What follows belongs to an exercise in optimizing a design on an open flow for a short achievable clock period and few clock cycles; a production flow would make more cautious choices. Function was checked by simulation only, so behaviour that the tests miss may differ from the original. Power figures rest on the tool's default switching activity, not on a simulated workload.

`design/flow/design.v`:
```
module LL_Add16(a, b, cin, s, co);
input  [15:0] a, b;
input         cin;
output [15:0] s;
output        co;
assign {co, s} = a + b + cin;
endmodule
module LL_Add7(a, b, s);
input  [6:0] a, b;
output [7:0] s;
assign s = a + b;
endmodule
module LL_Inc(pc, pc2);
input  [15:0] pc;
output [15:0] pc2;
assign pc2 = {pc[15:1] + 15'd1, pc[0]};
endmodule
module LL_PCNext(pc, imm, jump, base, next);
input  [15:0] pc;
input  [6:0]  imm;
input         jump;
input  [15:0] base;
output [15:0] next;
wire [7:0] lo;
LL_Add7 add_lo(.a(pc[7:1]), .b(imm), .s(lo));
wire [7:0] hi  = pc[15:8];
wire [7:0] hi1 = pc[15:8] + 8'd1;
wire [7:0] him = pc[15:8] - 8'd1;
wire same = (lo[7] == imm[6]);
wire up   = lo[7] && !imm[6];
wire down = !lo[7] && imm[6];
wire [15:0] target = {({8{same}} & hi) | ({8{up}} & hi1) | ({8{down}} & him), lo[6:0], pc[0]};
assign next = jump ? target : base;
endmodule
module LL_Read(idx, r, q);
input  [2:0]   idx;
input  [111:0] r;
output [15:0]  q;
assign q = (idx == 3'd7) ? 16'd0 : r[idx*16 +: 16];
endmodule
module LEGLiteSingle(
	iaddr,
	daddr,
	dwrite,
	dread,
	dwdata,
	clock,
	idata,
	ddata,
	reset
	);
output [15:0] iaddr;
output [15:0] daddr;
output dwrite;
output dread;
output [15:0] dwdata;
input clock;
input [15:0] idata;
input [15:0] ddata;
input reset;
localparam OP_ADD  = 3'd0;
localparam OP_LDUR = 3'd3;
localparam OP_STUR = 3'd4;
localparam OP_CBZ  = 3'd5;
localparam OP_ADDI = 3'd6;
localparam OP_ANDI = 3'd7;
reg [15:0] pc;           
reg        x_valid;      
reg        x_add;        
reg        x_andi;       
reg        x_alu;        
reg        x_ld;         
reg        x_st;         
reg        x_cbz;        
reg [2:0]  x_rt, x_rn, x_rm;
reg [15:0] x_sx;
reg [15:0] x_pc;         
reg [15:0] x_a;          
reg [15:0] x_opb;        
reg [15:0] x_b;          
reg        x_fwd_b;      
reg        x_wait;       
reg        x_pred;       
reg        m_ld, m_st;   
reg [2:0]  m_rd;
reg [15:0] m_addr;
reg [15:0] m_wdata;
reg [15:0] rf [0:6];     
reg [6:0]  zf;           
wire        stall    = x_valid && x_wait;
wire        x_go     = x_valid && !x_wait;
wire [15:0] sum;
wire        sum_co;
LL_Add16 alu_add(.a(x_a), .b(x_opb), .cin(1'b0), .s(sum), .co(sum_co));
wire [15:0] result   = x_andi ? (x_a & x_opb) : sum;
wire        x_wr     = x_go && x_alu;
wire        redirect = x_go && x_cbz && ((x_b == 16'd0) != x_pred);
wire [15:0] zsum     = (x_a ^ x_opb) ^ {(x_a[14:0] | x_opb[14:0]), 1'b0};
wire        x_zero   = x_andi ? ((x_a & x_opb) == 16'd0) : (zsum == 16'd0);
wire [15:0] x_target;
wire [15:0] x_pc2;
wire        tgt_co;
LL_Add16 tgt_add(.a(x_pc), .b({x_sx[14:0], 1'b0}), .cin(1'b0), .s(x_target), .co(tgt_co));
LL_Inc   x_inc(.pc(x_pc), .pc2(x_pc2));
reg [111:0] rfm;
reg [15:0]  rf_nx [0:6];
reg [6:0]   zf_nx;
integer i;
always @(*)
	for (i = 0; i < 7; i = i + 1) begin
		if (m_ld && m_rd == i) begin
			rfm[i*16 +: 16] = ddata;
			zf_nx[i]        = (ddata == 16'd0);
		end else begin
			rfm[i*16 +: 16] = rf[i];
			zf_nx[i]        = zf[i];
		end
		rf_nx[i] = rfm[i*16 +: 16];
		if (x_wr && x_rt == i) begin
			rf_nx[i] = result;
			zf_nx[i] = x_zero;
		end
	end
always @(posedge clock)
	for (i = 0; i < 7; i = i + 1) begin
		rf[i] <= rf_nx[i];
		zf[i] <= zf_nx[i];
	end
wire [2:0]  f_op = idata[15:13];
wire [2:0]  f_rt = idata[2:0];
wire [2:0]  f_rn = idata[5:3];
wire [2:0]  f_rm = idata[12:10];
wire        f_isadd = (f_op == OP_ADD);
wire [15:0] f_sx = {{9{idata[12]}}, idata[12:6]};
wire [2:0]  idx_a = stall ? x_rn : f_rn;
wire [2:0]  idx_m = stall ? x_rm : f_rm;
wire [2:0]  idx_t = stall ? x_rt : f_rt;
wire [15:0] rd_a, rd_m, rd_t;
LL_Read read_a(.idx(idx_a), .r(rfm), .q(rd_a));
LL_Read read_m(.idx(idx_m), .r(rfm), .q(rd_m));
LL_Read read_t(.idx(idx_t), .r(rfm), .q(rd_t));
wire fx_a = x_wr && (x_rt == f_rn);
wire fx_m = x_wr && (x_rt == f_rm);
wire fx_t = x_wr && (x_rt == f_rt);
wire [15:0] op_a = fx_a ? result : rd_a;
wire [15:0] op_m = fx_m ? result : rd_m;
wire [15:0] op_t = fx_t ? result : rd_t;
wire        n_add = stall ? x_add : f_isadd;
wire [15:0] n_sx  = stall ? x_sx : f_sx;
wire x_ld_rd = x_valid && x_ld && (x_rt != 3'd7);
wire f_zero  = (f_rt == 3'd7) ||
               (zf[f_rt] && !(x_valid && (x_alu || x_ld) && x_rt == f_rt) &&
                            !(m_ld && m_rd == f_rt));
wire f_taken = (f_op == OP_CBZ) && f_zero;
wire f_reads_a = (f_op == OP_ADD) || (f_op == OP_LDUR) || (f_op == OP_STUR) ||
                 (f_op == OP_ADDI) || (f_op == OP_ANDI);
wire f_dep_a = x_ld_rd && f_reads_a && (f_rn == x_rt);
wire f_dep_m = x_ld_rd && f_isadd && (f_rm == x_rt);
wire f_dep_t = x_ld_rd && ((f_op == OP_STUR) || (f_op == OP_CBZ)) && (f_rt == x_rt);
wire        sel_t   = (redirect && !x_pred) || (stall && x_pred);
wire        sel_p2  = (redirect && x_pred) || (stall && !x_pred);
wire [15:0] pc2;
LL_Inc      f_inc(.pc(pc), .pc2(pc2));
wire [15:0] pc_base = reset ? 16'd0 : sel_t ? x_target : sel_p2 ? x_pc2 : pc2;
wire        pc_jump = f_taken && !reset && !redirect && !stall;
wire [15:0] pc_next;
LL_PCNext   f_next(.pc(pc), .imm(idata[12:6]), .jump(pc_jump), .base(pc_base), .next(pc_next));
always @(posedge clock)
	pc <= pc_next;
always @(posedge clock) begin
	x_a   <= op_a;
	x_opb <= n_add ? op_m : n_sx;
	x_b   <= op_t;
	if (reset)            x_valid <= 1'b0;
	else if (!stall)      x_valid <= !redirect;
	if (stall) begin
		x_fwd_b <= 1'b0;
		x_wait  <= 1'b0;
	end else begin
		x_add    <= f_isadd;
		x_andi   <= (f_op == OP_ANDI);
		x_alu    <= (f_isadd || (f_op == OP_ADDI) || (f_op == OP_ANDI)) && (f_rt != 3'd7);
		x_ld     <= (f_op == OP_LDUR);
		x_st     <= (f_op == OP_STUR);
		x_cbz    <= (f_op == OP_CBZ) && (f_rt != 3'd7);
		x_rt     <= f_rt;
		x_rn     <= f_rn;
		x_rm     <= f_rm;
		x_sx     <= f_sx;
		x_pc     <= pc;
		x_fwd_b  <= f_dep_t && (f_op == OP_STUR);
		x_wait   <= f_dep_a || f_dep_m || (f_dep_t && (f_op == OP_CBZ));
		x_pred   <= f_taken;
	end
end
always @(posedge clock) begin
	if (reset) begin
		m_ld <= 1'b0;
		m_st <= 1'b0;
	end else begin
		m_ld <= x_go && x_ld;
		m_st <= x_go && x_st;
	end
	m_rd    <= x_rt;
	m_addr  <= sum;
	m_wdata <= x_fwd_b ? ddata : x_b;
end
assign iaddr  = pc;
assign daddr  = m_addr;
assign dread  = m_ld;
assign dwrite = m_st;
assign dwdata = m_wdata;
endmodule
```
`design/flow/flow/run.sh`:
```
#!/bin/bash
set -euo pipefail
bash standard.sh SETUP_SLACK_MARGIN=6.4 finish > standard.log 2>&1
```
`design/flow/standard.sh`:
```
#!/bin/bash
# synth_recipe.tcl (not shown) runs the flow's synth.tcl, then flattens the netlist and writes it again
# the make line also repeats each setting of config.mk as NAME=value (left out here)
make -C /OpenROAD-flow-scripts/flow DESIGN_CONFIG=/design/flow/config.mk WORK_HOME=/design/flow/orfs CLKGATE_MAP_FILE= SYNTH_SCRIPT=/design/flow/synth_recipe.tcl "${@:-finish}"
```
`design/flow/config.mk`:
```
export PLATFORM = sky130hd
export DESIGN_NAME = LEGLiteSingle
export DESIGN_NICKNAME = LEGLiteSingle
export VERILOG_FILES = /design/flow/design.v
export SDC_FILE = /design/flow/constraint.sdc
export NUM_CORES = 4
export LEC_CHECK = 0
export CAP_MARGIN = 20
export CORE_MARGIN = 2
export CORE_UTILIZATION = 30
export SLEW_MARGIN = 20
export SYNTH_HIERARCHICAL = 1
export SYNTH_MINIMUM_KEEP_SIZE = 0
export TNS_END_PERCENT = 100
```
`design/flow/constraint.sdc`:
```
create_clock -name core_clock -period 9.0 [get_ports {clock}]
set_input_delay 1.8000 -clock core_clock [delete_from_list [all_inputs] [get_ports {clock}]]
set_output_delay 1.8000 -clock core_clock [all_outputs]
set_load 0.01 [all_outputs]
```
==> flow_summary.json <==
{
  "chipHeight_um": 251.5,
  "cts_hold_repair.buffers": 0,
  "antenna_found_initial": 0,
  "final_hold_slack_ns": 0.4805,
  "finalSetupViolations": 0,
  "share_of_post_route_cells_with_drive_strength_above_1": 0.4164,
  "number_of_buffers_created_by_cts": 31,
  "grt_first_pass_wirelength_mm": 103.9,
  "initial_utilization": 0.3038,
  "p_total_uw": 6103,
  "tritoncts_clock_tree": "done",
  "holdCritPathClass": "reg2reg",
  "timing.max_slew.rel_slack": 0.2722,
  "nNetsFinal": 2189,
  "max_freq_mhz": 306.3,
  "crit_arrival_ns": 3.74,
  "route.antenna.remaining_nets": 0,
  "crit_required_ns": 9.48,
  "place_hpwl_mm": 42.40,
  "cp_top_family": "compound AO/OA/AOI/OAI gates",
  "timing.final.hold_violations": 0,
  "worst-slew-pin-transition_ns": 1.090,
  "track_usage": 0.2143,
  "vias_per_cell": 5.744,
  "max_cap_violations": 0,
  "place.port_buffers": 83,
  "r2r.worst_path.cells": 8,
  "worst_path_most_repeated_cell": "ha_4",
  "place_ws_ns": 4.081,
  "drt_first_pass_iters": 7,
  "cts.root.buffer_cell": "clkbuf_16",
  "regToRegStartpoint": "x_b[10]",
  "die_width_um": 251.5,
  "core_region_area_um2": 60470,
  "layout_setup_ws_ns": 5.735,
  "gp_routability_congestion": 0.9096,
  "grt_max_degree": 38,
  "hold-path-cell-count": 1,
  "place_area_um2": 19750,
  "timing.final.crit_share": 0.3627,
  "setup_tns_ns": 0,
  "syn-cell-area_um2": 18370,
  "slowest_cell_on_the_critical_path": "a221o_1",
  "rsz_0062_raised_after_global_routing": "true",
  "final_cell_area_um2": 24840,
  "grt.overflow.total": 0,
  "crit_buf_inv": 1,
  "path_clk_slew_ns": 0.06,
  "critical_path.endpoint_type": "flip-flop",
  "cts_num_sinks": 271,
  "totalWireLength_mm": 71.36,
  "grt_pass1_vias": 16560,
  "drt-wirelength-per-cell_um": 24.76,
  "detail_route.drc_violations": 0,
  "die_area_um2": 63230,
  "synth_cells": 1877,
  "count_of_standard_cell_rows": 90,
  "status": "no timing/DRC/antenna violations",
  "floorplan.io_pins": 84,
  "critPathMaxStageDelay_ns": 0.31,
  "synth.avg_cell_area_um2": 9.787,
  "startpoint_type": "primary input",
  "vdd_ir_drop_max_uv": 156.2,
  "first_iter_violations": 1800,
  "synth_warn": 9,
  "p_leak_uw": 0.01014,
  "total_via_count_after_detailed_routing": 16550,
  "timing_worst_setup_path_type": "in2reg",
  "critical_path.max_fanout": 4,
  "clockBufferDepth": 3,
  "hold_path_end": "m_st",
  "syn2layout_area_growth_pct": 35.23,
  "min-delay-start": "x_st",
  "ff_to_ff_end": "pc[13]",
  "final.setup_skew_ns": 0.01627,
  "clock_insertion_delay_worst_skew_ns": 0.59,
  "crit_path_cell_trace": "buf_6, ha_4, a21oi_4, nor2b_4, a311oi_4, o21ai_4, ha_4, a21o_1, a221o_1, mux2_4",
  "final_max_slew_viol_count": 0,
  "timing.final.crit_period_ns": 3.265,
  "htree_levels": 1,
  "rrSetupSlack_ns": 5.79,
  "power-per-cell-area_nw_per_um2": 245.7
}
## layer usage
metal	share of wire	up-vias	wire, um	GRT usage
li1	-	7304	-	-
met1	0.39	8044	28050	0.2576
met2	0.46	898	32550	0.3568
met3	0.073	307	5207	0.03497
met4	0.078	0	5552	0.1355
met5	0	-	0	0
## power breakdown
group | internal [uW] | switching [uW] | total, uW | leakage (uW)
clock network | 780 | 551 | 1330 | 0.000527
logic | 1390 | 1600 | 2990 | 0.00723
registers | 1610 | 172 | 1790 | 0.00238
total | 3780 | 2320 | 6100 | 0.0101
## cell type report
type | instances | area (um2)
Clock inverter | 12 | 125.1
Antenna cell | 1 | 2.502
Tap cell | 782 | 978.4
Timing Repair Buffer | 285 | 3447
Sequential cell | 271 | 5807
Clock buffer | 44 | 937.1
Inverter | 59 | 234.0
Multi-Input combinational cell | 1428 | 13310
Fill cell | 5518 | 35630
## worst max path at each step
| stage | from | cells after the start | slack [ns] | to |
|---|---|---|---|---|
| floorplan | idata[9] | 10 | 5.16 | pc[12] |
| global placement | idata[12] | 8 | 4.15 | x_opb[7] |
| detailed placement | idata[12] | 9 | 4.08 | x_opb[2] |
| CTS | idata[7] | 11 | 5.73 | pc[11] |
| global route | idata[2] | 10 | 5.64 | pc[13] |
| finish | idata[9] | 10 | 5.74 | pc[12] |
## metrics by stage
stage	instances	utilization
after detailed placement	2643	0.3266
after global placement	2643	0.3266
after global routing	2881	0.4108
final	2882	0.4108
after floorplan	1879	-
after CTS	2845	0.3961
## cell usage in the layout (no fill, tap or decap), types with 25 or more instances in the layout
cell type	count
a22o_1	45
a31oi_1	39
o221ai_1	32
buf_6	65
buf_4	110
mux2_2	233
dfxtp_1	203
edfxtp_1	29
mux2_4	36
xnor2_1	36
nor2_1	52
buf_12	36
buf_16	25
mux2i_1	168
or2_1	48
ha_1	52
a21oi_1	89
nand2_1	120
clkbuf_16	35
xor2_1	37
inv_1	55
## registers in the layout, indices dropped and copies added (netlist names), 3 cells and up
signal   count
x_b         16
rf         112
pc          16
x_rm         3
x_rt         3
x_rn         3
x_sx        16
zf           7
m_wdata     16
x_a         16
m_addr      16
x_pc        16
m_rd         3
x_opb       16
## timing repair
action / CTS / global route
setup endpoints to repair: 245 / 205
setup buffers: 120 / 33
pin swaps: 95 / 71
gates resized for setup: 697 / 126
gates cloned: 26 / 3
Testbench counts, summed over its fixed seeds: cycles 50,633.

## static timing again, ports no longer ideal
Ports are ideal in the flow. The routed layout listed here was re-timed in OpenROAD.
Step 1: set_driving_cell puts a clkbuf_16 on clock and a buf_2 on each other input, an assumption about the parent block.
Step 2 adds t to the input delays and takes it off the output delays; t is the mean of the earliest and latest rising clock arrival at the registers after step 1. Input paths then give back, and output paths get back, about the clock's delay inside the block.
Three values: ideal ports, drivers, drivers and shift; two values: the first two.
t, ns: 0.639
setup WS [ns]: 5.735 / 5.743 / 5.104
worst hold slack (ns): 0.481 / 0.481 / 0.481
worst data-port slew with drivers (ns): 0.07
pins driven straight from the clock port: 1
After both steps this run still meets setup and hold. The setup slack of this run moves by +0.008 ns with the drivers and by -0.631 ns with both steps.
